What follows belongs to an exercise in optimizing a design on an open flow for a short achievable clock period and few clock cycles; a production flow would make more cautious choices.
The RTL was checked by simulation tests, not by an equivalence proof against the original design.
Power figures rest on the tool's default switching activity, not on a simulated workload.

==> flow/config.mk <==
export PLATFORM = sky130hd
export DESIGN_NAME = CPU
export DESIGN_NICKNAME = CPU
export VERILOG_FILES = /design/flow/design.v
export SDC_FILE = /design/flow/constraint.sdc
export NUM_CORES = 4
export LEC_CHECK = 0
export ABC_CLOCK_PERIOD_IN_PS = 1000
export CAP_MARGIN = 20
export CORE_MARGIN = 2
export CORE_UTILIZATION = 40
export PLACE_DENSITY = 0.6
export SETUP_SLACK_MARGIN = 5
export SLEW_MARGIN = 20
==> flow/constraint.sdc <==
create_clock -name core_clock -period 8.5 [get_ports {clk}]
set_input_delay 1.7000 -clock core_clock [delete_from_list [all_inputs] [get_ports {clk}]]
set_output_delay 1.7000 -clock core_clock [all_outputs]
set_load 0.01 [all_outputs]
==> flow/design.v <==
module CPU(
    input  logic        clk,
    input  logic        rst,
    output logic [31:0] im_addr,
    input  logic [31:0] im_rdata,
    output logic [31:0] dm_addr,
    output logic [31:0] dm_wdata,
    output logic [3:0]  dm_web,
    input  logic [31:0] dm_rdata
);
localparam int BI   = 5;             
localparam int BN   = 1 << BI;       
localparam int TL   = BI + 2;        
logic [31:0] pc;
logic [31:0] pc_next;
logic [31:0] if_pc4;
logic        if_hit;
logic [31:1] if_tgt;
logic [BN-1:0]   btb_v;
logic [31:TL-1]  btb_tag [BN];       
logic [31:1]     btb_tgt [BN];
logic        id_valid;
logic [31:0] id_pc;
logic [31:0] id_instr;
logic        id_ptk;
logic [31:1] id_ptgt;
logic [6:0]  id_op;
logic [4:0]  id_rd, id_rs1, id_rs2;
logic [2:0]  id_f3;
logic        id_f7b5;
logic        id_lui, id_auipc, id_jal, id_jalr, id_br, id_load, id_store, id_opimm, id_oprr;
logic        id_ctrl;
logic        id_use1, id_use2;
logic        id_regwrite;
logic [31:0] id_imm;
logic [31:0] id_pc4;
logic [31:0] id_btgt;
logic [31:0] id_rs1v, id_rs2v;
logic        id_ret, id_call;
logic        stall;
logic        id_redir;
logic [31:0] id_rtgt;
logic        id_new_ptk;
logic [31:1] id_new_ptgt;
logic [31:0] ras [4];
logic [1:0]  ras_sp;
logic [2:0]  ras_cnt;
logic        ex_valid;
logic [31:0] ex_pc;
logic [31:0] ex_pc4;
logic [31:0] ex_btgt;
logic [31:0] ex_a, ex_b, ex_s;
logic        ex_fa_m, ex_fb_m, ex_fs_m;
logic [4:0]  ex_rd;
logic [2:0]  ex_f3;
logic        ex_jal, ex_jalr, ex_br, ex_load, ex_store, ex_regwrite;
logic        ex_ptk;
logic        ex_rt, ex_rn;           
logic [5:0]  ex_cs;                  
logic        ex_call, ex_ret;
logic [31:0] ex_imm;
logic        jalr_ok;
logic [31:1] ex_ptgt;
logic        ex_r_sum, ex_r_slt, ex_r_sltu, ex_r_xor, ex_r_or, ex_r_and, ex_r_sll, ex_r_srl, ex_r_pc4;
logic        ex_sub, ex_sra;
logic        ex_isadd;               
logic [31:0] a, b, s;
logic [31:0] sum;
logic [31:0] ex_result;
logic        cond, ex_taken;
logic        ex_redir;
logic [31:0] ex_tgt;
logic [3:0]  ex_web;
logic [31:0] ex_wdata;
logic [31:0] mem_result;
logic [4:0]  mem_rd;
logic        mem_regwrite;
logic        mem_load;
logic [2:0]  mem_f3;
logic [3:0]  mem_web;
logic [31:0] mem_wdata;
logic        mem_bwe;
logic [31:0] mem_bpc;
logic [31:1] mem_btgt;
logic [31:0] mem_ld;
logic [31:0] mem_wbdata;
logic [31:0] wb_data;
logic [4:0]  wb_rd;
logic        wb_we;
logic [31:0] regs [32];
assign im_addr = pc;
assign if_pc4  = pc + 32'd4;
always_comb begin
    if_hit = btb_v[pc[TL-1:2]] && (btb_tag[pc[TL-1:2]] == {pc[31:TL], pc[1]});
    if_tgt = btb_tgt[pc[TL-1:2]];
end
logic [31:0] pc_norm;
always_comb begin
    if (stall)          pc_norm = pc;
    else if (if_hit)    pc_norm = {if_tgt, 1'b0};
    else                pc_norm = if_pc4;
    if (ex_redir)       pc_next = ex_tgt;
    else if (id_redir)  pc_next = id_rtgt;
    else                pc_next = pc_norm;
end
always_ff @(posedge clk or posedge rst) begin
    if (rst) pc <= 32'b0;
    else     pc <= pc_next;
end
always_ff @(posedge clk or posedge rst) begin
    if (rst) btb_v <= '0;
    else if (mem_bwe) btb_v[mem_bpc[TL-1:2]] <= 1'b1;
end
always_ff @(posedge clk) begin
    if (mem_bwe) begin
        btb_tag[mem_bpc[TL-1:2]] <= {mem_bpc[31:TL], mem_bpc[1]};
        btb_tgt[mem_bpc[TL-1:2]] <= mem_btgt;
    end
end
always_ff @(posedge clk or posedge rst) begin
    if (rst)                              id_valid <= 1'b0;
    else if (ex_redir || id_redir)             id_valid <= 1'b0;
    else if (!stall)                      id_valid <= 1'b1;
end
always_ff @(posedge clk) begin
    if (!stall) begin
        id_pc    <= pc;
        id_instr <= im_rdata;
        id_ptk   <= if_hit;
        id_ptgt  <= if_tgt;
    end
end
assign id_op   = id_instr[6:0];
assign id_rd   = id_instr[11:7];
assign id_f3   = id_instr[14:12];
assign id_rs1  = id_instr[19:15];
assign id_rs2  = id_instr[24:20];
assign id_f7b5 = id_instr[30];
assign id_lui   = (id_op == 7'b0110111);
assign id_auipc = (id_op == 7'b0010111);
assign id_jal   = (id_op == 7'b1101111);
assign id_jalr  = (id_op == 7'b1100111);
assign id_br    = (id_op == 7'b1100011);
assign id_load  = (id_op == 7'b0000011);
assign id_store = (id_op == 7'b0100011);
assign id_opimm = (id_op == 7'b0010011);
assign id_oprr  = (id_op == 7'b0110011);
assign id_ctrl  = id_jal || id_jalr || id_br;
assign id_use1 = id_jalr || id_br || id_load || id_store || id_opimm || id_oprr;
assign id_use2 = id_br || id_store || id_oprr;
assign id_regwrite = (id_lui || id_auipc || id_jal || id_jalr || id_load || id_opimm || id_oprr)
                     && (id_rd != 5'b0);
always_comb begin
    case (1'b1)
        id_store:          id_imm = {{20{id_instr[31]}}, id_instr[31:25], id_instr[11:7]};
        id_br:             id_imm = {{19{id_instr[31]}}, id_instr[31], id_instr[7], id_instr[30:25], id_instr[11:8], 1'b0};
        id_lui, id_auipc:  id_imm = {id_instr[31:12], 12'b0};
        id_jal:            id_imm = {{11{id_instr[31]}}, id_instr[31], id_instr[19:12], id_instr[20], id_instr[30:21], 1'b0};
        default:           id_imm = {{20{id_instr[31]}}, id_instr[31:20]};
    endcase
end
assign id_pc4  = id_pc + 32'd4;
assign id_btgt = id_pc + id_imm;
logic [4:0]  rf_a1, rf_a2;
logic [31:0] rf_v1, rf_v2;
logic [31:0] id_r1, id_r2;
assign rf_a1 = stall ? id_rs1 : im_rdata[19:15];
assign rf_a2 = stall ? id_rs2 : im_rdata[24:20];
assign rf_v1 = (rf_a1 == 5'b0) ? 32'b0 : (wb_we && (wb_rd == rf_a1)) ? wb_data : regs[rf_a1];
assign rf_v2 = (rf_a2 == 5'b0) ? 32'b0 : (wb_we && (wb_rd == rf_a2)) ? wb_data : regs[rf_a2];
always_ff @(posedge clk) begin
    id_r1 <= rf_v1;
    id_r2 <= rf_v2;
end
always_ff @(posedge clk) begin
    if (wb_we) regs[wb_rd] <= wb_data;
end
logic ex_lnk;
logic id_e1, id_e2, id_m1, id_m2, id_w1, id_w2;
logic id_rdy1, id_rdy2;
logic [31:0] id_p1, id_p2;           
logic n_e1, n_m1, n_w1, n_e2, n_m2, n_w2;    
assign n_e1 = id_valid && id_regwrite && (id_rd == im_rdata[19:15]);
assign n_m1 = ex_valid && ex_regwrite && (ex_rd == im_rdata[19:15]);
assign n_w1 = mem_regwrite && (mem_rd == im_rdata[19:15]);
assign n_e2 = id_valid && id_regwrite && (id_rd == im_rdata[24:20]);
assign n_m2 = ex_valid && ex_regwrite && (ex_rd == im_rdata[24:20]);
assign n_w2 = mem_regwrite && (mem_rd == im_rdata[24:20]);
assign ex_lnk = ex_jal || ex_jalr;
logic id_x1, id_x2, id_r1s, id_r2s;    
always_ff @(posedge clk) begin
    if (stall) begin
        id_e1 <= 1'b0; id_x1 <= 1'b0; id_m1 <= id_e1; id_w1 <= !id_e1 && id_m1; id_r1s <= !id_e1 && !id_m1;
        id_e2 <= 1'b0; id_x2 <= 1'b0; id_m2 <= id_e2; id_w2 <= !id_e2 && id_m2; id_r2s <= !id_e2 && !id_m2;
    end
    else begin
        id_e1  <= n_e1;
        id_x1  <= n_e1 && (id_jal || id_jalr);
        id_m1  <= !n_e1 && n_m1;
        id_w1  <= !n_e1 && !n_m1 && n_w1;
        id_r1s <= !(n_e1 && (id_jal || id_jalr)) && !(!n_e1 && n_m1) && !(!n_e1 && !n_m1 && n_w1);
        id_e2  <= n_e2;
        id_x2  <= n_e2 && (id_jal || id_jalr);
        id_m2  <= !n_e2 && n_m2;
        id_w2  <= !n_e2 && !n_m2 && n_w2;
        id_r2s <= !(n_e2 && (id_jal || id_jalr)) && !(!n_e2 && n_m2) && !(!n_e2 && !n_m2 && n_w2);
    end
end
assign id_rs1v = ({32{id_x1}} & ex_pc4) | ({32{id_m1}} & mem_result) | ({32{id_w1}} & wb_data) | ({32{id_r1s}} & id_r1);
assign id_rs2v = ({32{id_x2}} & ex_pc4) | ({32{id_m2}} & mem_result) | ({32{id_w2}} & wb_data) | ({32{id_r2s}} & id_r2);
assign id_p1   = ({32{id_x1}} & ex_pc4) | ({32{id_m1}} & mem_wbdata) | ({32{id_w1}} & wb_data) | ({32{id_r1s}} & id_r1);
assign id_p2   = ({32{id_x2}} & ex_pc4) | ({32{id_m2}} & mem_wbdata) | ({32{id_w2}} & wb_data) | ({32{id_r2s}} & id_r2);
assign id_rdy1 = !(id_e1 && !id_x1) && !(id_m1 && mem_load);
assign id_rdy2 = !(id_e2 && !id_x2) && !(id_m2 && mem_load);
logic        id_cond;
logic [31:0] id_jt;
logic        id_jok;
logic [31:1] ijk, ijc;
always_comb begin
    case (id_f3)
        3'b000:  id_cond = (id_rs1v == id_rs2v);
        3'b001:  id_cond = (id_rs1v != id_rs2v);
        3'b100:  id_cond = ($signed(id_rs1v) < $signed(id_rs2v));
        3'b101:  id_cond = !($signed(id_rs1v) < $signed(id_rs2v));
        3'b110:  id_cond = (id_rs1v < id_rs2v);
        3'b111:  id_cond = !(id_rs1v < id_rs2v);
        default: id_cond = 1'b0;
    endcase
    id_jt = id_rs1v + id_imm;
    ijk = id_rs1v[31:1] ^ id_imm[31:1] ^ id_ptgt[31:1];
    ijc[1] = id_rs1v[0] & id_imm[0];
    for (int i = 2; i < 32; i++)
        ijc[i] = (id_rs1v[i-1] & id_imm[i-1]) | (id_rs1v[i-1] & ijk[i-1]) | (id_imm[i-1] & ijk[i-1]);
    id_jok = id_ptk && (ijk == ijc);
end
logic        fz1, fz2, fz_ok, fz_eq;
logic [31:0] fz_z, fz_k, fz_c;
always_comb begin
    fz1 = id_e1 && ex_isadd && !id_e2 && id_rdy2;
    fz2 = id_e2 && ex_isadd && !id_e1 && id_rdy1;
    fz_ok = (id_f3[2:1] == 2'b00) && (fz1 || fz2);
    fz_z = fz1 ? id_rs2v : id_rs1v;
    fz_k = a ^ b ^ fz_z;
    fz_c[0] = 1'b0;
    for (int i = 1; i < 32; i++)
        fz_c[i] = (a[i-1] & b[i-1]) | (a[i-1] & fz_k[i-1]) | (b[i-1] & fz_k[i-1]);
    fz_eq = (fz_k == fz_c);
end
assign stall = id_valid && ex_load && ((id_use1 && id_e1) || (id_use2 && id_e2));
assign id_call = (id_jal || id_jalr) && (id_rd == 5'd1 || id_rd == 5'd5);
assign id_ret  = id_jalr && (id_rs1 == 5'd1 || id_rs1 == 5'd5) && !(id_rd == 5'd1 || id_rd == 5'd5);
logic c_nc, c_jal, c_brr, c_brf, c_brb, c_jr, c_ret;
logic [31:1] ras_top;
assign ras_top = ras[ras_sp][31:1];
always_comb begin
    c_nc  = !id_ctrl && id_ptk;
    c_jal = id_jal && !id_ptk;
    c_brr = id_br && id_rdy1 && id_rdy2;
    c_brf = id_br && !c_brr && fz_ok;
    c_brb = id_br && !c_brr && !fz_ok && id_instr[31] && !id_ptk;
    c_jr  = id_jalr && id_rdy1;
    c_ret = id_jalr && !id_rdy1 && id_ret && (ras_cnt != 3'd0) && (!id_ptk || (id_ptgt != ras_top));
    if (c_nc)           id_rtgt = id_pc4;
    else if (id_br)     id_rtgt = id_ptk ? id_pc4 : id_btgt;
    else if (c_jr)      id_rtgt = {id_jt[31:1], 1'b0};
    else if (c_ret)     id_rtgt = {ras_top, 1'b0};
    else                id_rtgt = id_btgt;
    id_redir = id_valid && !stall &&
               (c_nc || c_jal || c_brb || c_ret ||
                (c_brr && (id_cond ^ id_ptk)) ||
                (c_brf && (fz_eq ^ id_f3[0] ^ id_ptk)) ||
                (c_jr && !id_jok));
    if (c_nc)                            id_new_ptk = 1'b0;
    else if (c_jal || c_brb || c_jr || c_ret) id_new_ptk = 1'b1;
    else if (c_brr)                      id_new_ptk = id_cond;
    else if (c_brf)                      id_new_ptk = fz_eq ^ id_f3[0];
    else                                 id_new_ptk = id_ptk;
    if (c_jr)           id_new_ptgt = id_jt[31:1];
    else if (c_ret)     id_new_ptgt = ras_top;
    else                id_new_ptgt = id_ptgt;
end
always_ff @(posedge clk or posedge rst) begin
    if (rst) begin
        ras_sp  <= 2'd0;
        ras_cnt <= 3'd0;
    end
    else if (ex_valid) begin
        if (ex_call && !ex_ret) begin
            ras_sp  <= ras_sp + 2'd1;
            ras_cnt <= (ras_cnt == 3'd4) ? 3'd4 : ras_cnt + 3'd1;
        end
        else if (ex_ret && !ex_call) begin
            ras_sp  <= ras_sp - 2'd1;
            ras_cnt <= (ras_cnt == 3'd0) ? 3'd0 : ras_cnt - 3'd1;
        end
    end
end
always_ff @(posedge clk) begin
    if (ex_valid && ex_call) begin
        if (ex_ret) ras[ras_sp] <= ex_pc4;
        else        ras[ras_sp + 2'd1] <= ex_pc4;
    end
end
always_ff @(posedge clk or posedge rst) begin
    if (rst)                    ex_valid <= 1'b0;
    else if (ex_redir || stall) ex_valid <= 1'b0;
    else                        ex_valid <= id_valid;
end
always_ff @(posedge clk) begin
    ex_pc   <= id_pc;
    ex_pc4  <= id_pc4;
    ex_btgt <= id_btgt;
    ex_a    <= (id_lui) ? 32'b0 : (id_auipc || id_jal) ? id_pc : id_p1;
    ex_b    <= id_oprr ? id_p2 : id_imm;
    ex_s    <= id_p2;
    ex_fa_m <= id_use1 && id_e1 && !ex_lnk;
    ex_fb_m <= id_oprr && id_e2 && !ex_lnk;
    ex_fs_m <= id_use2 && id_e2 && !ex_lnk;
    ex_rd   <= id_rd;
    ex_f3   <= id_f3;
    ex_jal  <= id_jal;
    ex_call <= id_call;
    ex_ret  <= id_ret;
    ex_imm  <= id_imm;
    ex_jalr <= id_jalr;
    ex_br   <= id_br;
    ex_load <= id_load;
    ex_store <= id_store;
    ex_regwrite <= id_regwrite;
    ex_ptk   <= id_new_ptk;
    ex_ptgt  <= id_new_ptgt;
    ex_rt    <= id_br && !id_new_ptk;
    ex_rn    <= id_br && id_new_ptk;
    ex_cs    <= {id_f3 == 3'b111, id_f3 == 3'b110, id_f3 == 3'b101, id_f3 == 3'b100, id_f3 == 3'b001, id_f3 == 3'b000};
    ex_r_sum  <= (id_oprr && (id_f3 == 3'b000)) || (id_opimm && id_f3 == 3'b000) ||
                 id_lui || id_auipc || id_load || id_store || id_jalr || id_br;
    ex_sub    <= id_oprr && (id_f3 == 3'b000) && id_f7b5;
    ex_r_slt  <= (id_oprr || id_opimm) && (id_f3 == 3'b010) && !(id_oprr && id_f7b5);
    ex_r_sltu <= (id_oprr || id_opimm) && (id_f3 == 3'b011) && !(id_oprr && id_f7b5);
    ex_r_xor  <= (id_oprr || id_opimm) && (id_f3 == 3'b100) && !(id_oprr && id_f7b5);
    ex_r_or   <= (id_oprr || id_opimm) && (id_f3 == 3'b110) && !(id_oprr && id_f7b5);
    ex_r_and  <= (id_oprr || id_opimm) && (id_f3 == 3'b111) && !(id_oprr && id_f7b5);
    ex_r_sll  <= (id_oprr || id_opimm) && (id_f3 == 3'b001) && !(id_oprr && id_f7b5);
    ex_r_srl  <= (id_oprr || id_opimm) && (id_f3 == 3'b101);
    ex_sra    <= id_f7b5;
    ex_r_pc4  <= id_jal || id_jalr;
    ex_isadd  <= (id_oprr && (id_f3 == 3'b000) && !id_f7b5) || (id_opimm && (id_f3 == 3'b000)) || id_lui || id_auipc;
end
assign a = ex_fa_m ? mem_result : ex_a;
assign b = ex_fb_m ? mem_result : ex_b;
assign s = ex_fs_m ? mem_result : ex_s;
assign sum = ex_sub ? (a - b) : (a + b);
always_comb begin
    ex_result = 32'b0;
    if (ex_r_sum)  ex_result = ex_result | sum;
    if (ex_r_slt)  ex_result = ex_result | {31'b0, $signed(a) < $signed(b)};
    if (ex_r_sltu) ex_result = ex_result | {31'b0, a < b};
    if (ex_r_xor)  ex_result = ex_result | (a ^ b);
    if (ex_r_or)   ex_result = ex_result | (a | b);
    if (ex_r_and)  ex_result = ex_result | (a & b);
    if (ex_r_sll)  ex_result = ex_result | (a << b[4:0]);
    if (ex_r_srl)  ex_result = ex_result | 32'($signed({ex_sra & a[31], a}) >>> b[4:0]);
    if (ex_r_pc4)  ex_result = ex_pc4;
end
logic ex_eq, ex_lt, ex_ltu;
assign ex_eq  = (a == s);
assign ex_lt  = ($signed(a) < $signed(s));
assign ex_ltu = (a < s);
assign cond = (ex_cs[0] & ex_eq) | (ex_cs[1] & !ex_eq) | (ex_cs[2] & ex_lt) | (ex_cs[3] & !ex_lt) |
              (ex_cs[4] & ex_ltu) | (ex_cs[5] & !ex_ltu);
assign ex_taken = ex_jal || (ex_br && cond);
assign ex_redir = ex_valid && ((cond ? ex_rt : ex_rn) || (ex_jalr && !(ex_ptk && jalr_ok)));
logic [31:1] jk;
logic [31:1] jc;
always_comb begin
    jk = a[31:1] ^ ex_imm[31:1] ^ ex_ptgt[31:1];
    jc[1] = a[0] & ex_imm[0];
    for (int i = 2; i < 32; i++)
        jc[i] = (a[i-1] & ex_imm[i-1]) | (a[i-1] & jk[i-1]) | (ex_imm[i-1] & jk[i-1]);
    jalr_ok = (jk == jc);
end
always_comb begin
    if (ex_jalr)       ex_tgt = {sum[31:1], 1'b0};
    else if (ex_ptk)   ex_tgt = ex_pc4;
    else               ex_tgt = ex_btgt;
end
always_comb begin
    ex_web   = 4'b1111;
    ex_wdata = s;
    case (ex_f3)
        3'b000: begin
            ex_wdata = {4{s[7:0]}};
            case (sum[1:0])
                2'b00: ex_web = 4'b1110;
                2'b01: ex_web = 4'b1101;
                2'b10: ex_web = 4'b1011;
                2'b11: ex_web = 4'b0111;
            endcase
        end
        3'b001: begin
            ex_wdata = {2{s[15:0]}};
            case (sum[1:0])
                2'b00: ex_web = 4'b1100;
                2'b10: ex_web = 4'b0011;
                default: ex_web = 4'b1111;
            endcase
        end
        3'b010: ex_web = 4'b0000;
        default: ex_web = 4'b1111;
    endcase
end
always_ff @(posedge clk or posedge rst) begin
    if (rst) begin
        mem_regwrite <= 1'b0;
        mem_web      <= 4'b1111;
        mem_bwe      <= 1'b0;
    end
    else begin
        mem_regwrite <= ex_valid && ex_regwrite;
        mem_web      <= (ex_valid && ex_store) ? ex_web : 4'b1111;
        mem_bwe      <= ex_valid && (ex_taken || ex_jalr);
    end
end
always_ff @(posedge clk) begin
    mem_result <= ex_result;
    mem_rd     <= ex_rd;
    mem_load   <= ex_load;
    mem_f3     <= ex_f3;
    mem_wdata  <= ex_wdata;
    mem_bpc    <= ex_pc;
    mem_btgt   <= ex_jalr ? sum[31:1] : ex_btgt[31:1];
end
assign dm_addr  = mem_result;
assign dm_wdata = mem_wdata;
assign dm_web   = mem_web;
always_comb begin
    case (mem_f3)
        3'b000: case (mem_result[1:0])
                    2'b00: mem_ld = {{24{dm_rdata[7]}},  dm_rdata[7:0]};
                    2'b01: mem_ld = {{24{dm_rdata[15]}}, dm_rdata[15:8]};
                    2'b10: mem_ld = {{24{dm_rdata[23]}}, dm_rdata[23:16]};
                    2'b11: mem_ld = {{24{dm_rdata[31]}}, dm_rdata[31:24]};
                endcase
        3'b001: mem_ld = mem_result[1] ? {{16{dm_rdata[31]}}, dm_rdata[31:16]}
                                       : {{16{dm_rdata[15]}}, dm_rdata[15:0]};
        3'b100: case (mem_result[1:0])
                    2'b00: mem_ld = {24'b0, dm_rdata[7:0]};
                    2'b01: mem_ld = {24'b0, dm_rdata[15:8]};
                    2'b10: mem_ld = {24'b0, dm_rdata[23:16]};
                    2'b11: mem_ld = {24'b0, dm_rdata[31:24]};
                endcase
        3'b101: mem_ld = mem_result[1] ? {16'b0, dm_rdata[31:16]} : {16'b0, dm_rdata[15:0]};
        default: mem_ld = dm_rdata;
    endcase
end
assign mem_wbdata = mem_load ? mem_ld : mem_result;
always_ff @(posedge clk or posedge rst) begin
    if (rst) wb_we <= 1'b0;
    else     wb_we <= mem_regwrite;
end
always_ff @(posedge clk) begin
    wb_data <= mem_wbdata;
    wb_rd   <= mem_rd;
end
endmodule
==> flow/run.sh <==
#!/bin/bash
# synth_recipe.tcl (not shown) runs the flow's synth.tcl, then flattens the netlist and writes it again
# the make line also repeats each setting of config.mk as NAME=value (left out here)
make -C /OpenROAD-flow-scripts/flow DESIGN_CONFIG=/design/flow/config.mk WORK_HOME=/design/flow/orfs CLKGATE_MAP_FILE= SYNTH_SCRIPT=/design/flow/synth_recipe.tcl finish
==> run notes <==
## worst paths after layout
path,start,end
worst max-delay path,ex_pc4[28]$_DFF_P_,pc[25]$_DFFE_PP0P_
worst min-delay path,ex_pc[27]$_DFF_P_,mem_bpc[27]$_DFF_P_
worst max register to register,ex_pc4[28]$_DFF_P_,pc[25]$_DFFE_PP0P_
worst min register to register,ex_pc[27]$_DFF_P_,mem_bpc[27]$_DFF_P_
max in group asynchronous,rst,ras_sp[0]$_DFFE_PP0P_
min in group asynchronous,rst,btb_v[0]$_DFFE_PP0P_
## cell usage in the layout, fill, tap and decap left out, drive strengths merged, types with 135 or more instances in the layout
cell type | Yosys | layout
xnor2 | 199 | 199
nand2 | 1424 | 1428
a211oi | 452 | 452
and3 | 179 | 180
mux2i | 568 | 569
clkbuf | 625 | 566
nor2 | 521 | 523
and2 | 409 | 412
inv | 314 | 299
edfxtp | 3068 | 3068
dfxtp | 539 | 539
ha | 235 | 235
buf | 209 | 1407
mux2 | 210 | 221
a21oi | 427 | 427
mux4 | 497 | 497
o21ai | 363 | 363
a31oi | 345 | 345
a221oi | 155 | 155
clkinv | 3 | 135
## critical path, delay by kind of cell, from the launching register on
family                     cells  cell delay [ns]
buffers and inverters          5             0.79
adders and majority gates      1             0.44
DFF                            1             0.86
and+or+nand+nor                8             1.38
xor gates and xnor gates       2             0.41
AOI/OAI and AO/OA              5             0.97
## where the power goes
part | switching [mW] | total [mW] | leakage (nW) | internal, mW
Clock | 7.42 | 17.4 | 6.31 | 10.0
Sequential | 2.68 | 24.7 | 33.6 | 22.0
Combinational | 11.9 | 20.0 | 37.2 | 8.10
Total | 22.0 | 62.2 | 77.0 | 40.1
## state kept, by name (all words and copies together), names as in the netlist, 124 cells and up
name     cells
regs      1024
btb_tgt    992
btb_tag    832
ras        124
## cell families after synthesis
| group | count (synthesis) | synth area share |
|---|---|---|
| flops | 3685 | 0.6200 |
| simple gates | 3060 | 0.08421 |
| xor+xnor | 306 | 0.01593 |
| fa+ha+maj | 330 | 0.02863 |
| buf+inv | 1151 | 0.02770 |
| mux | 1275 | 0.1140 |
| compound gates | 2672 | 0.1095 |
## stage by stage
stage                       util  cell area [µm²]
after detailed placement  0.4266           179500
final                     0.5169           217500
after floorplan                -           171300
after global placement    0.4261           179300
after global routing      0.5166           217400
after CTS                 0.4967           209000
## final cells by class
cell class,count,share of cell area
Antenna cell,80,0.0009205
Multi-Input combinational cell,7667,0.3256
Timing Repair Buffer,1622,0.09138
Sequential cell,3685,0.4836
Tap cell,5640,0.03245
Inverter,317,0.006530
Clock buffer,524,0.04943
Timing Repair inverter,1,0.00004027
Clock inverter,190,0.01009
## layer usage
| metal | global-route usage | vias up |
|---|---|---|
| met5 | 0 | - |
| met4 | 0.2200 | 50 |
| met3 | 0.09351 | 2649 |
| met1 | 0.4495 | 65990 |
| met2 | 0.4897 | 10780 |
| li1 | - | 50860 |
## what timing repair did
action                                  in CTS  in global routing
hold endpoints to repair                     0                  0
gates cloned                               140                 60
resized for setup                         1876                893
endpoints found under the setup margin     735                413
setup buffers                              652                269
pin swaps                                  424                486
==> impl_metrics.prom <==
# TYPE chip_impl_metric gauge
chip_impl_info{name="status",value="complete, no violations"} 1
chip_impl_metric{name="met1Wirelength",unit="µm"} 279300
chip_impl_metric{name="vias_in_the_first_global_route",unit=""} 119800
chip_impl_metric{name="row_count",unit=""} 238
chip_impl_metric{name="layout_worst_path_cycle_share",unit=""} 0.5898
chip_impl_metric{name="grt_antenna_before_repair",unit=""} 113
chip_impl_metric{name="post_synth_num_cell_types",unit=""} 101
chip_impl_metric{name="die_height",unit="µm"} 654.3
chip_impl_metric{name="clock-skew-final",unit="ns"} 0.1740
chip_impl_metric{name="die-width",unit="µm"} 654.3
chip_impl_metric{name="syn_inst",unit=""} 12480
chip_impl_metric{name="yosysSeqAreaShare",unit=""} 0.6200
chip_impl_info{name="worstSetupStartpointType",value="register"} 1
chip_impl_metric{name="finalSetupViolations",unit=""} 0
chip_impl_metric{name="final.min_clock_period",unit="ns"} 5.014
chip_impl_metric{name="multi_input_area",unit="µm²"} 70810
chip_impl_metric{name="vias_after_detailed_routing",unit=""} 130300
chip_impl_metric{name="power-per-cell-area",unit="nW/µm²"} 285.9
chip_impl_metric{name="synth.avg_cell_area",unit="µm²"} 13.56
chip_impl_metric{name="finalHoldViolations",unit=""} 0
chip_impl_metric{name="leakage",unit="nW"} 77.03
chip_impl_metric{name="slowest_stage_delay_cp",unit="ns"} 0.86
chip_impl_metric{name="routed-wl-met3",unit="µm"} 103800
chip_impl_metric{name="pre_cts_slack",unit="ns"} 1.971
chip_impl_metric{name="hold_buffers",unit=""} 0
chip_impl_info{name="synth.top_cells.by_area",value="sky130_fd_sc_hd__edfxtp_1 54%, sky130_fd_sc_hd__mux4_2 6.5%, sky130_fd_sc_hd__dfxtp_1 6.4%"} 1
chip_impl_metric{name="layout_cells_sized_above_1",unit=""} 0.3149
chip_impl_metric{name="detailedRoute.firstPassIterationCount",unit=""} 9
chip_impl_metric{name="postSynthRegisterBits",unit=""} 3685
chip_impl_metric{name="final_net_count",unit=""} 14080
chip_impl_metric{name="drt-wirelength-per-cell",unit="µm"} 38.83
chip_impl_info{name="min-delay-path-class",value="reg -> reg"} 1
chip_impl_metric{name="via_per_inst",unit=""} 6.607
chip_impl_info{name="cts_root_buffer",value="sky130_fd_sc_hd__clkbuf_16"} 1
chip_impl_metric{name="max-slew-margin-rel",unit=""} 0.1490
chip_impl_metric{name="grt_pass1_wl",unit="µm"} 1003000
chip_impl_info{name="critPathSlowestCell",value="sky130_fd_sc_hd__dfxtp_2"} 1
chip_impl_info{name="cp-end-kind",value="register"} 1
chip_impl_metric{name="crit_path_max_fanout",unit=""} 8
chip_impl_metric{name="cts_buffer_depth",unit=""} 4
chip_impl_metric{name="total_count_of_max_transition_violations_in_the_final_report",unit=""} 0
chip_impl_metric{name="ff2ff_setup_slack",unit="ns"} 3.49
chip_impl_metric{name="initial_core_util",unit=""} 0.4020
chip_impl_info{name="crit_path_cell_trace",value="a222oi_1 -> buf_4 -> nand2_2 -> nor2_1 -> a21oi_1 -> fa_1 -> xnor2_1 -> nor3_1 -> nand4_1 -> nor4b_4 -> buf_6 -> xnor3_1 -> nor3_2 -> o31ai_4 -> buf_6 -> and2_4 -> buf_12 -> buf_12 -> a21oi_2 -> nand3_1 -> a221o_1"} 1
chip_impl_metric{name="drt_iter0_drc",unit=""} 22840
chip_impl_info{name="synthDominantAreaCellType",value="sky130_fd_sc_hd__edfxtp_1"} 1
chip_impl_info{name="yosysMostFrequentCell",value="sky130_fd_sc_hd__edfxtp_1"} 1
chip_impl_info{name="path_class",value="reg -> reg"} 1
chip_impl_metric{name="top_area_cell_type_share_of_the_netlist_area",unit=""} 0.5446
chip_impl_metric{name="worstPathArrival",unit="ns"} 5.88
chip_impl_metric{name="ant_nets",unit=""} 0
chip_impl_metric{name="drcViolationCount",unit=""} 0
chip_impl_metric{name="design.die.area",unit="µm²"} 428100
chip_impl_info{name="maxUsedRoutingLayer",value="met5"} 1
chip_impl_metric{name="timing.final.ws_setup",unit="ns"} 3.487
chip_impl_metric{name="path_clk_slew",unit="ns"} 0.07
chip_impl_metric{name="flow.area_growth_from_synthesis",unit="%"} 28.57
chip_impl_metric{name="clk_latency",unit="ns"} 1.04
chip_impl_metric{name="numPlacedInstances",unit=""} 17810
chip_impl_metric{name="cts-buffers-inserted",unit=""} 386
chip_impl_metric{name="syn-num-nets",unit=""} 12880
chip_impl_metric{name="detailroute.wirelength.met2",unit="µm"} 320200
chip_impl_metric{name="grt_overflow_total",unit=""} 0
chip_impl_metric{name="number_of_synthesis_warnings",unit=""} 1
chip_impl_info{name="rsz_0062_raised_after_global_routing",value="true"} 1
chip_impl_metric{name="fin_worst_hold_slack",unit="ns"} 0.3244
chip_impl_metric{name="synth-async-reset-ratio",unit=""} 0.02117
chip_impl_metric{name="routed_wirelength",unit="µm"} 765900
chip_impl_metric{name="cell_area_after_synthesis",unit="µm²"} 169200
chip_impl_metric{name="grt_use_total",unit=""} 0.3393
chip_impl_metric{name="gp_routability_congestion",unit=""} 1.066
chip_impl_metric{name="synth_enable_flop_cells",unit=""} 3068
chip_impl_metric{name="setup_total_negative_slack",unit="ns"} 0
chip_impl_metric{name="power.ir.vdd_worst",unit="mV"} 0.2165
chip_impl_metric{name="timing.fmax",unit="MHz"} 199.5
chip_impl_metric{name="worst_pin_slew",unit="ns"} 1.263
chip_impl_metric{name="worst_r2r_path_depth",unit=""} 21
chip_impl_metric{name="finalPower",unit="mW"} 62.17
chip_impl_metric{name="stdcell_count",unit=""} 19730
chip_impl_info{name="synth_top_cells_by_count",value="3068 x sky130_fd_sc_hd__edfxtp_1, 1423 x sky130_fd_sc_hd__nand2_1, 624 x sky130_fd_sc_hd__clkbuf_1"} 1
chip_impl_metric{name="max-cap-violations",unit=""} 0
chip_impl_metric{name="cp_data_required_time",unit="ns"} 9.37
chip_impl_metric{name="grt_max_degree",unit=""} 88
chip_impl_metric{name="reg_area",unit="µm²"} 105200
chip_impl_metric{name="htree_levels",unit=""} 5
chip_impl_metric{name="clkSinkCount",unit=""} 3685
chip_impl_metric{name="min_delay_path_depth",unit=""} 0
chip_impl_metric{name="numPortBuffers",unit=""} 165
chip_impl_metric{name="fp.coreArea",unit="µm²"} 420800
chip_impl_metric{name="detailed_place_hpwl",unit="µm"} 430500
chip_impl_metric{name="filler_cell_count_in_the_final_layout",unit=""} 34540
chip_impl_info{name="dominantRegCellSynth",value="sky130_fd_sc_hd__edfxtp_1"} 1
chip_impl_metric{name="ios",unit=""} 166
chip_impl_info{name="tritoncts",value="built"} 1
Testbench counts, summed over its fixed seeds: cycles 108,823.

==> afterwards: timing with drivers on the ports <==
The flow's constraints put no driver on any port. The routed layout listed below was extracted and timed again, unchanged, in two steps. Step 1: set_driving_cell puts a clkbuf_16 on clk and a buf_2 on each other input, an assumption about the parent block. Step 2 times the ports against the registers' clock, not the clock port: input delays grow and output delays shrink by t, the midpoint of the rising clock arrivals with the driver on. Slacks: ideal / step 1 / step 2; pairs: ideal / step 1.
t (ns): 1.064
setup WS [ns]: 3.487 / 3.487 / 3.140
hold WS [ns]: 0.324 / 0.324 / 0.324
worst slew at a driven data input, ns: 0.28
pins driven straight from the clock port: 1
After both steps setup and hold are still met in this run. The setup slack of this run moves by 0.000 ns with the drivers and by -0.347 ns with both steps.
